This is an optimization exercise on Yosys and OpenROAD, whose aim is small area and a short achievable clock period, not a production implementation. Function was checked by simulation only, so behaviour that the tests miss may differ from the original.

== P ==
Design SCPU, start of the top module:
module SCPU(
    input         clk,
    input         rst,
    input  [31:0] inst,
    input  [31:0] data_in,   
    output [31:0] addr_out,  
    output [31:0] data_out,  
    output [31:0] pc_out,    
    output        mem_write,
    output [31:0] out,
    output [6:0]  exmem_opcode,
    input         cache_resp_stall
    );
Size in the first run: roughly 200 I/O pins, about 71000 um^2 of cells after synthesis.
==> module AddTree, before the edit <==
module AddTree(input [31:0] p, input [31:0] g, input cin, output [31:0] c);
    wire [31:0] g0 = {g[31:1], g[0] | (p[0] & cin)};
    wire [31:0] g1, p1, g2, p2, g3, p3, g4, p4, g5;
    PrefixLevel #(.D(1))  l1(.gh(g0[31:1]),  .ph(p[31:1]),   .gl(g0[30:0]), .pl(p[30:0]),   .go(g1[31:1]),  .po(p1[31:1]));
    assign g1[0] = g0[0];
    assign p1[0] = p[0];
    PrefixLevel #(.D(2))  l2(.gh(g1[31:2]),  .ph(p1[31:2]),  .gl(g1[29:0]), .pl(p1[29:0]),  .go(g2[31:2]),  .po(p2[31:2]));
    assign g2[1:0] = g1[1:0];
    assign p2[1:0] = p1[1:0];
    PrefixLevel #(.D(4))  l3(.gh(g2[31:4]),  .ph(p2[31:4]),  .gl(g2[27:0]), .pl(p2[27:0]),  .go(g3[31:4]),  .po(p3[31:4]));
    assign g3[3:0] = g2[3:0];
    assign p3[3:0] = p2[3:0];
    PrefixLevel #(.D(8))  l4(.gh(g3[31:8]),  .ph(p3[31:8]),  .gl(g3[23:0]), .pl(p3[23:0]),  .go(g4[31:8]),  .po(p4[31:8]));
    assign g4[7:0] = g3[7:0];
    assign p4[7:0] = p3[7:0];
    PrefixLast  l5(.gh(g4[30:16]), .ph(p4[30:16]), .gl(g4[14:0]), .go(g5[30:16]));
    assign g5[15:0] = g4[15:0];
    assign g5[31] = 1'b0;
    assign c = {g5[30:0], cin};
endmodule
==> module PrefixLevel, before the edit <==
module PrefixLevel #(parameter D = 1) (input [31:D] gh, input [31:D] ph,
                                       input [31-D:0] gl, input [31-D:0] pl,
                                       output [31:D] go, output [31:D] po);
    assign go = gh | (ph & gl);
    assign po = ph & pl;
endmodule
==> module PrefixLast, before the edit <==
module PrefixLast(input [30:16] gh, input [30:16] ph, input [14:0] gl, output [30:16] go);
    assign go = gh | (ph & gl);
endmodule
clock: 10.0 ns
lec_check: 0
cap_margin: 20
core_margin: 2
core_utilization: 56
slew_margin: 20
synth_hierarchical: 1
synth_minimum_keep_size: 0
standard.sh (not shown) runs the stock make flow with config.mk's settings and CLKGATE_MAP_FILE= SYNTH_SCRIPT=/design/flow/synth_recipe.tcl, a recipe that flattens the netlist after the stock synthesis.
==> flow/flow/run.sh <==
#!/bin/bash
# Standard layout, with a tighter setup target for timing repair, plain
# buffers on the ports, and sink clusters of up to 24 flip-flops and no dummy
# loads in clock tree synthesis. Each tool's output goes to a log here.
set -euo pipefail
export SETUP_SLACK_MARGIN=6.25
export BUFFER_PORTS_ARGS="-buffer_cell sky130_fd_sc_hd__buf_2"
export CTS_ARGS="-sink_clustering_enable -repair_clock_nets -dont_use_dummy_load -sink_clustering_size 24 -sink_clustering_max_diameter 120"
bash standard.sh > standard_flow.log 2>&1
In summary, P completed successfully, with a layout that passed the timing, design-rule and antenna checks.
Setup changes, P to Q
--- a/flow/design.v
+++ b/flow/design.v
@@ -364,37 +364,26 @@
     assign p = a ^ b;
     assign g = a & b;
 endmodule
 module AddTree(input [31:0] p, input [31:0] g, input cin, output [31:0] c);
     wire [31:0] g0 = {g[31:1], g[0] | (p[0] & cin)};
     wire [31:0] g1, p1, g2, p2, g3, p3, g4, p4, g5;
-    PrefixLevel #(.D(1))  l1(.gh(g0[31:1]),  .ph(p[31:1]),   .gl(g0[30:0]), .pl(p[30:0]),   .go(g1[31:1]),  .po(p1[31:1]));
-    assign g1[0] = g0[0];
-    assign p1[0] = p[0];
-    PrefixLevel #(.D(2))  l2(.gh(g1[31:2]),  .ph(p1[31:2]),  .gl(g1[29:0]), .pl(p1[29:0]),  .go(g2[31:2]),  .po(p2[31:2]));
-    assign g2[1:0] = g1[1:0];
-    assign p2[1:0] = p1[1:0];
-    PrefixLevel #(.D(4))  l3(.gh(g2[31:4]),  .ph(p2[31:4]),  .gl(g2[27:0]), .pl(p2[27:0]),  .go(g3[31:4]),  .po(p3[31:4]));
-    assign g3[3:0] = g2[3:0];
-    assign p3[3:0] = p2[3:0];
-    PrefixLevel #(.D(8))  l4(.gh(g3[31:8]),  .ph(p3[31:8]),  .gl(g3[23:0]), .pl(p3[23:0]),  .go(g4[31:8]),  .po(p4[31:8]));
-    assign g4[7:0] = g3[7:0];
-    assign p4[7:0] = p3[7:0];
-    PrefixLast  l5(.gh(g4[30:16]), .ph(p4[30:16]), .gl(g4[14:0]), .go(g5[30:16]));
-    assign g5[15:0] = g4[15:0];
-    assign g5[31] = 1'b0;
+    PrefixLevel #(.D(1))  l1(.gi(g0), .pi(p),  .go(g1), .po(p1));
+    PrefixLevel #(.D(2))  l2(.gi(g1), .pi(p1), .go(g2), .po(p2));
+    PrefixLevel #(.D(4))  l3(.gi(g2), .pi(p2), .go(g3), .po(p3));
+    PrefixLevel #(.D(8))  l4(.gi(g3), .pi(p3), .go(g4), .po(p4));
+    PrefixLast  #(.D(16)) l5(.gi(g4), .pi(p4), .go(g5));
     assign c = {g5[30:0], cin};
 endmodule
-module PrefixLevel #(parameter D = 1) (input [31:D] gh, input [31:D] ph,
-                                       input [31-D:0] gl, input [31-D:0] pl,
-                                       output [31:D] go, output [31:D] po);
-    assign go = gh | (ph & gl);
-    assign po = ph & pl;
+module PrefixLevel #(parameter D = 1) (input [31:0] gi, input [31:0] pi,
+                                       output [31:0] go, output [31:0] po);
+    assign go = gi | (pi & {gi[31-D:0], {D{1'b0}}});
+    assign po = pi & {pi[31-D:0], {D{1'b0}}};
 endmodule
-module PrefixLast(input [30:16] gh, input [30:16] ph, input [14:0] gl, output [30:16] go);
-    assign go = gh | (ph & gl);
+module PrefixLast #(parameter D = 16) (input [31:0] gi, input [31:0] pi, output [31:0] go);
+    assign go = gi | (pi & {gi[31-D:0], {D{1'b0}}});
 endmodule
 module Fwd5(input sR, input sW, input sI, input sS, input [4:0] r, input [4:0] w,
             input [4:0] i, input [4:0] s, output [4:0] y);
     assign y = ({5{sR}} & r) | ({5{sW}} & w) | ({5{sI}} & i) | ({5{sS}} & s);
 endmodule
 module Add32F(input [31:0] a, input [31:0] b, output [31:0] s);
[summary]
No run among P and Q stopped early or left any final violation; all are clean.
On placed instance area, Q tracks P almost exactly.
Any difference in placeable core region between P and Q is small enough to ignore.
Q against P; post-synthesis instance total is up slightly.
Looking at register-to-register slack, Q sits 0.04 ns lower than P does.
As far as core utilization is concerned, P and Q perform about the same.

## what the ideal ports hide
In the flow no input, the clock included, has a driving cell. The finished layouts below were timed again as built, in two steps. Step 1 assumes that a clkbuf_16 drives the clock port and a buf_2 every other input. Step 2 also shifts input and output timing later by t, the mid clock arrival at the registers, as if the neighbouring blocks saw the same clock. a / b / c = no drivers / after step 1 / after step 2; a / b = the first two.
| run | t, ns | setup WS [ns] | worst register clock-pin slew, ns | worst data-port slew with drivers (ns) |
|---|---|---|---|---|
| P | 0.770 | 6.183 / 6.183 / 5.618 | 0.11 / 0.11 | 0.07 |
| Q | 0.751 | 6.145 / 6.145 / 5.615 | 0.11 / 0.11 | 0.08 |
After both steps setup and hold are still met in every run listed. For P, which loses most, drivers alone change the setup slack by 0.000 ns; drivers and shift together by -0.565 ns.
